What follows belongs to an exercise in optimizing a design on an open flow for small area; a production flow would make more cautious choices. Only simulation tests tie the RTL to the original design; equivalence was not proved.

===== run.sh =====
#!/bin/bash
# synth_recipe.tcl (not shown) runs the flow's synth.tcl, then flattens the netlist and writes it again
# the make line also repeats each setting of config.mk as NAME=value (left out here)
make -C /OpenROAD-flow-scripts/flow DESIGN_CONFIG=/design/flow/config.mk WORK_HOME=/design/flow/orfs CLKGATE_MAP_FILE= SYNTH_SCRIPT=/design/flow/synth_recipe.tcl finish

===== config.mk =====
export PLATFORM = sky130hd
export DESIGN_NAME = ddc_frontend
export DESIGN_NICKNAME = ddc_frontend
export VERILOG_FILES = /design/flow/design.v
export SDC_FILE = /design/flow/constraint.sdc
export NUM_CORES = 4
export LEC_CHECK = 0
export CAP_MARGIN = 20
export CORE_MARGIN = 2
export CORE_UTILIZATION = 40
export SLEW_MARGIN = 20

===== constraint.sdc =====
create_clock -name core_clock -period 16.0 [get_ports {clock}]
set_input_delay 3.2000 -clock core_clock [delete_from_list [all_inputs] [get_ports {clock}]]
set_output_delay 3.2000 -clock core_clock [all_outputs]
set_load 0.01 [all_outputs]

===== design.v =====
module cordic( clock, reset, frequency, in_data, out_data_I, out_data_Q );
parameter IN_WIDTH   = 12;  
parameter EXTRA_BITS = 5;   
localparam WR =  IN_WIDTH + EXTRA_BITS + 1;  
localparam OUT_WIDTH = WR;                   
localparam WZ =  IN_WIDTH + EXTRA_BITS - 1;  
localparam STG = IN_WIDTH + EXTRA_BITS - 2;  
localparam WO = OUT_WIDTH;
localparam WF = 32;  
localparam WP = WF;  
input clock;
input reset;
input signed [WF-1:0] frequency;
input signed [IN_WIDTH-1:0] in_data;
output signed [WO-1:0] out_data_I;
output signed [WO-1:0] out_data_Q;
localparam WT = 32;
wire signed [WT-1:0] atan_table [1:WT-1];
assign atan_table[01] = 32'b00100101110010000000101000111011;  
assign atan_table[02] = 32'b00010011111101100111000010110111;  
assign atan_table[03] = 32'b00001010001000100010001110101000;  
assign atan_table[04] = 32'b00000101000101100001101010000110;  
assign atan_table[05] = 32'b00000010100010111010111111000011;  
assign atan_table[06] = 32'b00000001010001011110110000111101;  
assign atan_table[07] = 32'b00000000101000101111100010101010;  
assign atan_table[08] = 32'b00000000010100010111110010100111;  
assign atan_table[09] = 32'b00000000001010001011111001011101;  
assign atan_table[10] = 32'b00000000000101000101111100110000;  
assign atan_table[11] = 32'b00000000000010100010111110011000;  
assign atan_table[12] = 32'b00000000000001010001011111001100;  
assign atan_table[13] = 32'b00000000000000101000101111100110;  
assign atan_table[14] = 32'b00000000000000010100010111110011;  
assign atan_table[15] = 32'b00000000000000001010001011111010;  
assign atan_table[16] = 32'b00000000000000000101000101111101;  
assign atan_table[17] = 32'b00000000000000000010100010111110;  
assign atan_table[18] = 32'b00000000000000000001010001011111;  
assign atan_table[19] = 32'b00000000000000000000101000110000;  
assign atan_table[20] = 32'b00000000000000000000010100011000;  
assign atan_table[21] = 32'b00000000000000000000001010001100;  
assign atan_table[22] = 32'b00000000000000000000000101000110;  
assign atan_table[23] = 32'b00000000000000000000000010100011;  
assign atan_table[24] = 32'b00000000000000000000000001010001;  
assign atan_table[25] = 32'b00000000000000000000000000101001;  
assign atan_table[26] = 32'b00000000000000000000000000010100;  
assign atan_table[27] = 32'b00000000000000000000000000001010;  
assign atan_table[28] = 32'b00000000000000000000000000000101;  
assign atan_table[29] = 32'b00000000000000000000000000000011;  
assign atan_table[30] = 32'b00000000000000000000000000000001;  
assign atan_table[31] = 32'b00000000000000000000000000000001;  
reg [WP-1:0] phase;
reg signed [WR-1:0] X [0:STG-1];
reg signed [WR-1:0] Y [0:STG-1];
reg signed [WZ-1:0] Z [0:STG-1];
wire signed [WR-1:0] in_data_ext = {in_data[IN_WIDTH-1], in_data, {EXTRA_BITS{1'b0}}};
wire [1:0] quadrant = phase[WP-1:WP-2];
always @(posedge clock)
  begin
  case (quadrant)
    0: begin X[0] <=  in_data_ext;   Y[0] <=  in_data_ext; end
    1: begin X[0] <= -in_data_ext;   Y[0] <=  in_data_ext; end
    2: begin X[0] <= -in_data_ext;   Y[0] <= -in_data_ext; end
    3: begin X[0] <=  in_data_ext;   Y[0] <= -in_data_ext; end
  endcase
  Z[0] <= {~phase[WP-3], ~phase[WP-3], phase[WP-4:WP-WZ-1]};
  if (reset) phase <= 0;
  else phase <= phase + frequency;
  end
genvar n;
generate
  for (n=0; n<=(STG-2); n=n+1)
    begin : stages
    wire signed [WR-1:0] X_shr = {{(n+1){X[n][WR-1]}}, X[n][WR-1:n+1]};
    wire signed [WR-1:0] Y_shr = {{(n+1){Y[n][WR-1]}}, Y[n][WR-1:n+1]};
    wire [WZ-2-n:0] atan = atan_table[n+1][WT-2-n:WT-WZ] + atan_table[n+1][WT-WZ-1];
    wire Z_sign = Z[n][WZ-1-n];
    always @(posedge clock)
      begin
      X[n+1] <= Z_sign ? X[n] + Y_shr + Y[n][n] : X[n] - Y_shr - Y[n][n];
      Y[n+1] <= Z_sign ? Y[n] - X_shr - X[n][n] : Y[n] + X_shr + X[n][n];
      if (n < STG-2)
        begin : angles
        Z[n+1][WZ-2-n:0] <= Z_sign ? Z[n][WZ-2-n:0] + atan : Z[n][WZ-2-n:0] - atan;
        end
      end
    end
endgenerate
generate
  if (OUT_WIDTH == WR)
    begin
    assign out_data_I = X[STG-1];
    assign out_data_Q = Y[STG-1];
    end
  else
    begin
    reg signed [WO-1:0] rounded_I;
    reg signed [WO-1:0] rounded_Q;
    always @(posedge clock)
      begin
      rounded_I <= X[STG-1][WR-1 : WR-WO] + X[STG-1][WR-1-WO];
      rounded_Q <= Y[STG-1][WR-1 : WR-WO] + Y[STG-1][WR-1-WO];
      end
    assign out_data_I = rounded_I;
    assign out_data_Q = rounded_Q;
    end
endgenerate
endmodule
module cic( clock, reset, in_strobe, out_strobe, in_data, out_data );
parameter STAGES = 3;
parameter DECIMATION = 16;  
parameter IN_WIDTH = 18;
parameter ACC_WIDTH = IN_WIDTH  + 12;
parameter OUT_WIDTH = IN_WIDTH  + 2;
input clock;
input reset;
input in_strobe;
output reg out_strobe;
input signed [IN_WIDTH-1:0] in_data;
output signed [OUT_WIDTH-1:0] out_data;
reg [15:0] sample_no;
always @(posedge clock)
  if (reset)
    begin
    sample_no <= 0;
    out_strobe <= 0;
    end
  else if (in_strobe)
    begin
    if (sample_no == (DECIMATION-1))
      begin
      sample_no <= 0;
      out_strobe <= 1;
      end
    else
      begin
      sample_no <= sample_no + 8'd1;
      out_strobe <= 0;
      end
    end
  else
    out_strobe <= 0;
wire signed [ACC_WIDTH-1:0] integrator_data [0:STAGES];
wire signed [ACC_WIDTH-1:0] comb_data [0:STAGES];
assign integrator_data[0] = in_data;
assign comb_data[0] = integrator_data[STAGES];
genvar i;
generate
  for (i=0; i<STAGES; i=i+1)
    begin : cic_stages
    cic_integrator #(ACC_WIDTH) cic_integrator_inst(
      .clock(clock),
      .strobe(in_strobe),
      .in_data(integrator_data[i]),
      .out_data(integrator_data[i+1])
      );
    cic_comb #(ACC_WIDTH) cic_comb_inst(
      .clock(clock),
      .strobe(out_strobe),
      .in_data(comb_data[i]),
      .out_data(comb_data[i+1])
      );
    end
endgenerate
assign out_data = comb_data[STAGES][ACC_WIDTH-1:ACC_WIDTH-OUT_WIDTH] +
  {{(OUT_WIDTH-1){1'b0}}, comb_data[STAGES][ACC_WIDTH-OUT_WIDTH-1]};
endmodule
module cic_comb( clock, strobe,  in_data,  out_data );
parameter WIDTH = 64;
input clock;
input strobe;
input signed [WIDTH-1:0] in_data;
output reg signed [WIDTH-1:0] out_data;
reg signed [WIDTH-1:0] prev_data;
always @(posedge clock)  
  if (strobe) 
    begin
    out_data <= in_data - prev_data;
    prev_data <= in_data;
    end
endmodule
module cic_integrator( clock, strobe, in_data,  out_data );
parameter WIDTH = 64;
input clock;
input strobe;
input signed [WIDTH-1:0] in_data;
output reg signed [WIDTH-1:0] out_data;
always @(posedge clock)
  if (strobe) out_data <= out_data + in_data;
endmodule
module varcic(decimation, clock, reset, in_strobe,  out_strobe, in_data, out_data );
  parameter STAGES = 5;
  parameter IN_WIDTH = 18;
  parameter ACC_WIDTH = 45;
  parameter OUT_WIDTH = 18;
  input [5:0] decimation; 
  input clock;
  input reset;
  input in_strobe;
  output reg out_strobe;
  input signed [IN_WIDTH-1:0] in_data;
  output reg signed [OUT_WIDTH-1:0] out_data;
reg [15:0] sample_no;
always @(posedge clock)
  if (reset)
    begin
    sample_no <= 0;
    out_strobe <= 0;
    end
  else if (in_strobe)
    begin
    if (sample_no == (decimation - 1))
      begin
      sample_no <= 0;
      out_strobe <= 1;
      end
    else
      begin
      sample_no <= sample_no + 8'd1;
      out_strobe <= 0;
      end
    end
  else
    out_strobe <= 0;
wire signed [ACC_WIDTH-1:0] integrator_data [0:STAGES];
wire signed [ACC_WIDTH-1:0] comb_data [0:STAGES];
assign integrator_data[0] = in_data;
assign comb_data[0] = integrator_data[STAGES];
genvar i;
generate
  for (i=0; i<STAGES; i=i+1)
    begin : cic_stages
    cic_integrator #(ACC_WIDTH) cic_integrator_inst(
      .clock(clock),
      .strobe(in_strobe),
      .in_data(integrator_data[i]),
      .out_data(integrator_data[i+1])
      );
    cic_comb #(ACC_WIDTH) cic_comb_inst(
      .clock(clock),
      .strobe(out_strobe),
      .in_data(comb_data[i]),
      .out_data(comb_data[i+1])
      );
    end
endgenerate
localparam GROWTH2  =  5;
localparam GROWTH4  = 10;
localparam GROWTH5  = 12;
localparam GROWTH8  = 15;
localparam GROWTH10 = 17;
localparam GROWTH20 = 22;
localparam GROWTH40 = 27;
localparam MSB2  =  (IN_WIDTH + GROWTH2)  - 1;            
localparam LSB2  =  (IN_WIDTH + GROWTH2)  - OUT_WIDTH;    
localparam MSB4  =  (IN_WIDTH + GROWTH4)  - 1;            
localparam LSB4  =  (IN_WIDTH + GROWTH4)  - OUT_WIDTH;    
localparam MSB5  =  (IN_WIDTH + GROWTH5)  - 1;            
localparam LSB5  =  (IN_WIDTH + GROWTH5)  - OUT_WIDTH;    
localparam MSB8  =  (IN_WIDTH + GROWTH8)  - 1;            
localparam LSB8  =  (IN_WIDTH + GROWTH8)  - OUT_WIDTH;    
localparam MSB10 =  (IN_WIDTH + GROWTH10) - 1;            
localparam LSB10 =  (IN_WIDTH + GROWTH10) - OUT_WIDTH;    
localparam MSB20 =  (IN_WIDTH + GROWTH20) - 1;    			 
localparam LSB20 =  (IN_WIDTH + GROWTH20) - OUT_WIDTH;    
localparam MSB40 =  (IN_WIDTH + GROWTH40) - 1;     		 
localparam LSB40 =  (IN_WIDTH + GROWTH40) - OUT_WIDTH;    
always @(posedge clock)
  case (decimation)
	   2: out_data <= comb_data[STAGES][MSB2:LSB2] 	 + comb_data[STAGES][LSB2-1];
	   4: out_data <= comb_data[STAGES][MSB4:LSB4]   + comb_data[STAGES][LSB4-1];
	   5: out_data <= comb_data[STAGES][MSB5:LSB5]   + comb_data[STAGES][LSB5-1];
	   8: out_data <= comb_data[STAGES][MSB8:LSB8]   + comb_data[STAGES][LSB8-1];
	  10: out_data <= comb_data[STAGES][MSB10:LSB10] + comb_data[STAGES][LSB10-1];
	  20: out_data <= comb_data[STAGES][MSB20:LSB20] + comb_data[STAGES][LSB20-1];
	  40: out_data <= comb_data[STAGES][MSB40:LSB40] + comb_data[STAGES][LSB40-1];
  endcase
endmodule
module ddc_frontend(
  input clock,                   
  input reset,                   
  input [31:0] frequency,        
  input signed [11:0] adc_data,  
  output out_strobe,             
  output signed [17:0] out_i,
  output signed [17:0] out_q
  );
    reg signed [11:0] temp_ADC;
    always @ (posedge clock) temp_ADC <= adc_data;
       localparam M2 = 32'd2345624805;   
       localparam M3 = 32'd16777216;    
       wire [63:0] ratio = frequency * M2 + M3;
       wire [31:0] rx_tune_phase = ratio[56:25];
wire signed [17:0] cordic_outdata_I;
wire signed [17:0] cordic_outdata_Q;
cordic rx_cordic (
    .clock(clock),
    .reset(reset),
    .in_data(temp_ADC),
    .frequency(rx_tune_phase),   
    .out_data_I(cordic_outdata_I),
    .out_data_Q(cordic_outdata_Q)
    );
wire cic_outstrobe_1;
wire signed [17:0] cic_outdata_I1;
wire signed [17:0] cic_outdata_Q1;
cic #(.STAGES(3), .DECIMATION(16), .IN_WIDTH(18), .ACC_WIDTH(27), .OUT_WIDTH(18))
  cic_inst_I1(
    .clock(clock),
    .reset(reset),
    .in_strobe(1'b1),
    .out_strobe(cic_outstrobe_1),
    .in_data(cordic_outdata_I),
    .out_data(cic_outdata_I1)
    );
cic #(.STAGES(3), .DECIMATION(16), .IN_WIDTH(18), .ACC_WIDTH(27), .OUT_WIDTH(18))
  cic_inst_Q1(
    .clock(clock),
    .reset(reset),
    .in_strobe(1'b1),
    .out_strobe(),
    .in_data(cordic_outdata_Q),
    .out_data(cic_outdata_Q1)
    );
varcic #(.STAGES(5), .IN_WIDTH(18), .ACC_WIDTH(45), .OUT_WIDTH(18))
  varcic_inst_I2(
    .clock(clock),
    .reset(reset),
    .in_strobe(cic_outstrobe_1),
    .decimation(6'd10),
    .out_strobe(out_strobe),
    .in_data(cic_outdata_I1),
    .out_data(out_i)
    );
varcic #(.STAGES(5), .IN_WIDTH(18), .ACC_WIDTH(45), .OUT_WIDTH(18))
  varcic_inst_Q2(
    .clock(clock),
    .reset(reset),
    .in_strobe(cic_outstrobe_1),
    .decimation(6'd10),
    .out_strobe(),
    .in_data(cic_outdata_Q1),
    .out_data(out_q)
    );
endmodule

==> notes.md <==
-- per-layer routing --
layer	wire length (um)	global-route usage
met2	179000	0.289
met5	0	0
met4	8400	0.0384
met3	10700	0.0188
met1	169000	0.201
-- layout make-up --
cell class / count / area (um^2)
diodes: 3 / 7.51
clock buffers: 373 / 7750
clock inverters: 127 / 1220
fillers: 42800 / 249000
inverters: 3106 / 11700
multi-input cells: 13200 / 107000
flip-flops and latches: 2281 / 59000
well taps: 5928 / 7420
repair buffers: 135 / 1260
-- sequential cells by signal (all words and copies together) (netlist names), 12 cells and up --
name,cells
cic_inst_I1.cic_stages.cic_comb_inst.out_data,73
cic_inst_I1.cic_stages.cic_comb_inst.prev_data,81
cic_inst_I1.cic_stages.cic_integrator_inst.out_data,81
cic_inst_I1.sample_no,16
cic_inst_Q1.cic_stages.cic_comb_inst.out_data,73
cic_inst_Q1.cic_stages.cic_comb_inst.prev_data,81
cic_inst_Q1.cic_stages.cic_integrator_inst.out_data,81
cic_inst_Q1.sample_no,16
rx_cordic.X,256
rx_cordic.Y,259
rx_cordic.Z,130
rx_cordic.phase,32
temp_ADC,12
varcic_inst_I2.cic_stages.cic_comb_inst.out_data,159
varcic_inst_I2.cic_stages.cic_comb_inst.prev_data,175
varcic_inst_I2.cic_stages.cic_integrator_inst.out_data,175
varcic_inst_I2.out_data,18
varcic_inst_I2.sample_no,16
varcic_inst_Q2.cic_stages.cic_comb_inst.out_data,159
varcic_inst_Q2.cic_stages.cic_comb_inst.prev_data,175
varcic_inst_Q2.cic_stages.cic_integrator_inst.out_data,175
varcic_inst_Q2.out_data,18
varcic_inst_Q2.sample_no,16
-- layout by cell type (no fill, tap or decap), types with 550 or more instances in the layout --
cell type	n
dfxtp_1	940
a21o_1	550
a21oi_1	1434
inv_1	3102
ha_1	2790
o21ai_0	784
nor2_1	1158
edfxtp_1	1326
nand2_1	715
xnor2_1	1333
-- how the worst max path moves through the flow --
stage                            from                      endpoint  depth (start not counted)  slack, ns
2_1_floorplan  cic_inst_I1.out_strobe  varcic_inst_Q2.sample_no[15]                          6       2.05
3_5_place_dp            frequency[16]           rx_cordic.phase[29]                         41       1.60
5_1_grt                 frequency[16]           rx_cordic.phase[30]                         40       1.96
6_report                frequency[16]           rx_cordic.phase[29]                         41       2.46
3_3_place_gp            frequency[16]           rx_cordic.phase[29]                         41       1.72
4_1_cts                 frequency[16]           rx_cordic.phase[29]                         41       2.55
-- worst max-delay path: cells and delay by family --
kind	cells	cell delay [ns]
and+or+nand+nor	6	0.64
xor gates and xnor gates	1	0.15
AOI/OAI and AO/OA	15	3.72
muxes	1	0.34
adders and majority gates	10	4.53
buffers and inverters	8	1.67
-- synthesized netlist by cell type, drive strengths merged (301+ instances only) --
cell type / n / area (um^2)
edfxtp: 1326 / 39800
xor2: 486 / 4260
nand2: 715 / 2680
nor2: 1158 / 4350
o21ai: 925 / 4630
nor3: 301 / 1510
ha: 2790 / 34900
fa: 525 / 10500
dfxtp: 955 / 19100
xnor2: 1334 / 11700
a21o: 551 / 4140
inv: 3102 / 11600
a21oi: 1437 / 7200
-- cells by family after synthesis --
family	Yosys count
AOI/OAI and AO/OA	4379
DFF	2281
xor gates and xnor gates	1820
buffers and inverters	3240
muxes	77
adders and majority gates	3315
and+or+nand+nor	3622
-- per-stage QoR --
step	hold slack [ns]
after floorplan	0.310
after global placement	0.314
after detailed placement	0.312
after CTS	0.326
after global routing	0.330
final	0.325
==> out/qor_table.md <==
| Stage | Parameter | Reported |
| --- | --- | --- |
| sta | Number of hold violations in the final report | 0 |
| sta | Post-route setup slack | 2.46 ns |
| clock tree | Clock slew seen by the registers of the worst setup and hold paths | 0.06 ns |
| die | Chip Width | 672 um |
| place | HPWL after detailed placement | 289 mm |
| sta | Number of max-slew violations in the final report | 0 |
| synthesis | Sequential-to-total area share from yosys stat | 0.330 |
| clock tree | Count of hold buffers inserted by post-cts repair | 0 |
| critical path | Register-to-Register Path Depth | 19 |
| critical path | Critical Path Slowest Stage Cell | clkdlybuf4s50_1 |
| synthesis | Post-synth EDFFs | 1326 |
| die | Starting utilization of the core area | 0.401 |
| clock tree | Root buf cell | clkbuf_16 |
| synthesis | FF+latch count, synth | 2281 |
| sta | Relative slew slack | 0.175 |
| critical path | Delay of the slowest cell on the worst path | 0.91 ns |
| clock tree | Clock buffer count from CTS | 281 |
| die | Cell row count | 245 |
| clock tree | Number of clock sinks | 2281 |
| clock tree | CTS tree | done |
| final layout | Final core area utilization | 0.440 |
| synthesis | Post-synth net total | 22100 |
| detailed routing | Average wire per cell in the routed design | 14.6 um |
| detailed routing | Via total after detailed routing | 125000 |
| place | Pre-CTS setup slack | 1.60 ns |
| synthesis | Unique masters post-synth | 95 |
| synthesis | Commonest register cell after synthesis | edfxtp_1 |
| sta | Setup repair after global routing missed its margin | no |
| worst hold path | Worst hold path class | flop to flop |
| detailed routing | Vias per inst | 4.98 |
| critical path | Minimum setup slack among reg-to-reg paths | 10.76 ns |
| critical path | Crit path capture type | flop |
| global routing | Pin count of the biggest net entering global routing | 185 |
| synthesis | Async set-reset flop share out of synthesis | 0 |
| synthesis | Avg Cell Area, Syn | 9.52 um^2 |
| synthesis | Cells after Synth | 18700 |
| critical path | CP Max Fanout | 9 |
| die | Core Region | 0.445 mm^2 |
| place | Cell count after placement | 24700 |
| place | Buffers on Ports | 82 |
| die | Ports | 83 |
| sta | Clock Skew | 0.0741 ns |
| die | DIE AREA | 0.451 mm^2 |
| sta | Fmax | 73.9 MHz |
| global routing | Global-route congestion overflow total | 0 |
| final layout | Area of all placed cells without fillers | 0.196 mm^2 |
| final layout | Share of cells above drive strength 1 | 0.0339 |
| clock tree | # H-tree levels | 5 |
| clock tree | Clk buf depth | 4 |
| final layout | Final instance count without filler cells | 25200 |
| global routing | Global-route wire length before repair | 609 mm |
| sta | Final total negative setup slack | 0 ns |
| sta | Setup Viol. Count Final | 0 |
| synthesis | Main combinational cell family by area after synthesis | adder cells |
| critical path | CP arrival | 14.30 ns |
| synthesis | Portion of netlist area occupied by mux cells | 0.00459 |
| synthesis | Compound-cell area share of the yosys netlist | 0.155 |
| die | Vertical die dimension | 672 um |
| worst hold path | Startpoint of the most critical hold path | rx_cordic.Z[4][1] |
| worst hold path | End point of the worst hold path | rx_cordic.Z[5][1] |
| detailed routing | Violation count after the first detailed-routing iteration | 5481 |
| worst hold path | WHS Path Cells | 0 |
| place | Post-detailed-placement cell area | 0.187 mm^2 |
| final layout | Layout-stage area growth over the synthesis result | 9.64% |
| clock tree | Clock network latency to the later pin of the worst-skew pair | 0.93 ns |
| synthesis | Synth Warn # | 11 |
| critical path | Req. time, crit path | 16.76 ns |
| detailed routing | Detail Route Antenna Nets | 0 |
| critical path | Crit Path Category | input port to flop |
| sta | Fin crit share | 0.846 |
| detailed routing | Residual DRC | 0 |
| sta | Final period demand of the worst path | 13.54 ns |
| run status | Run status | timing/DRC/antenna clean |
| global routing | Overall fraction of global-route tracks in use | 0.160 |
| place | Final RePlAce weighted congestion | 0.891 |
| synthesis | Post-synthesis share of cell area spent on full adders, half adders and majority gates | 0.255 |
| clock tree | PostCTS Resize Cnt | 0 |
| synthesis | Xor/xnor share of the synthesized area | 0.0893 |
| detailed routing | Number of iterations in the first detailed-routing pass | 5 |
| critical path | Cell with the most instances on the worst path | fa_1 |
| global routing | Number of global-route vias before repair | 124000 |
| clock tree | Buffer count from post-CTS setup fixing | 0 |
| run | MaxCap Viol Count | 0 |
| synthesis | Post-synthesis simple-gate area fraction | 0.0981 |
| final layout | Post-layout net count | 22400 |
| synthesis | Post-synthesis instance area | 0.178 mm^2 |
| detailed routing | Total length of routed wires | 367 mm |
| global routing | Number of antenna violations at the first check in global routing | 4 |
| sta | Actual slew at the worst max-slew pin | 1.24 ns |
| critical path | Startpoint Class | input port |

[re-timing with driven ports]
How much do the figures lean on ideal ports? The routed layout below was timed once more, with nothing changed but the port constraints.
Step 1: set_driving_cell puts a clkbuf_16 on clock and a buf_2 on each other input, an assumption about the parent block.
Step 2 moves the port delays by t, midway between the first and last clock arrival at a register: inputs arrive t later, outputs are due t later. That takes back most of the time a late clock gives input paths.
Three values: ideal ports, drivers, drivers and shift; two values: the first two.
t (ns): 0.991
setup WS [ns]: 2.459 / 2.550 / 1.559
hold slack, ns: 0.325 / 0.325 / 0.325
worst setup path after step 2: input to register
clock arrival spread, ns: 0.106 / 0.106
After both steps setup and hold are still met in this run. For this run, drivers alone change the setup slack by +0.091 ns; drivers and shift together by -0.900 ns.
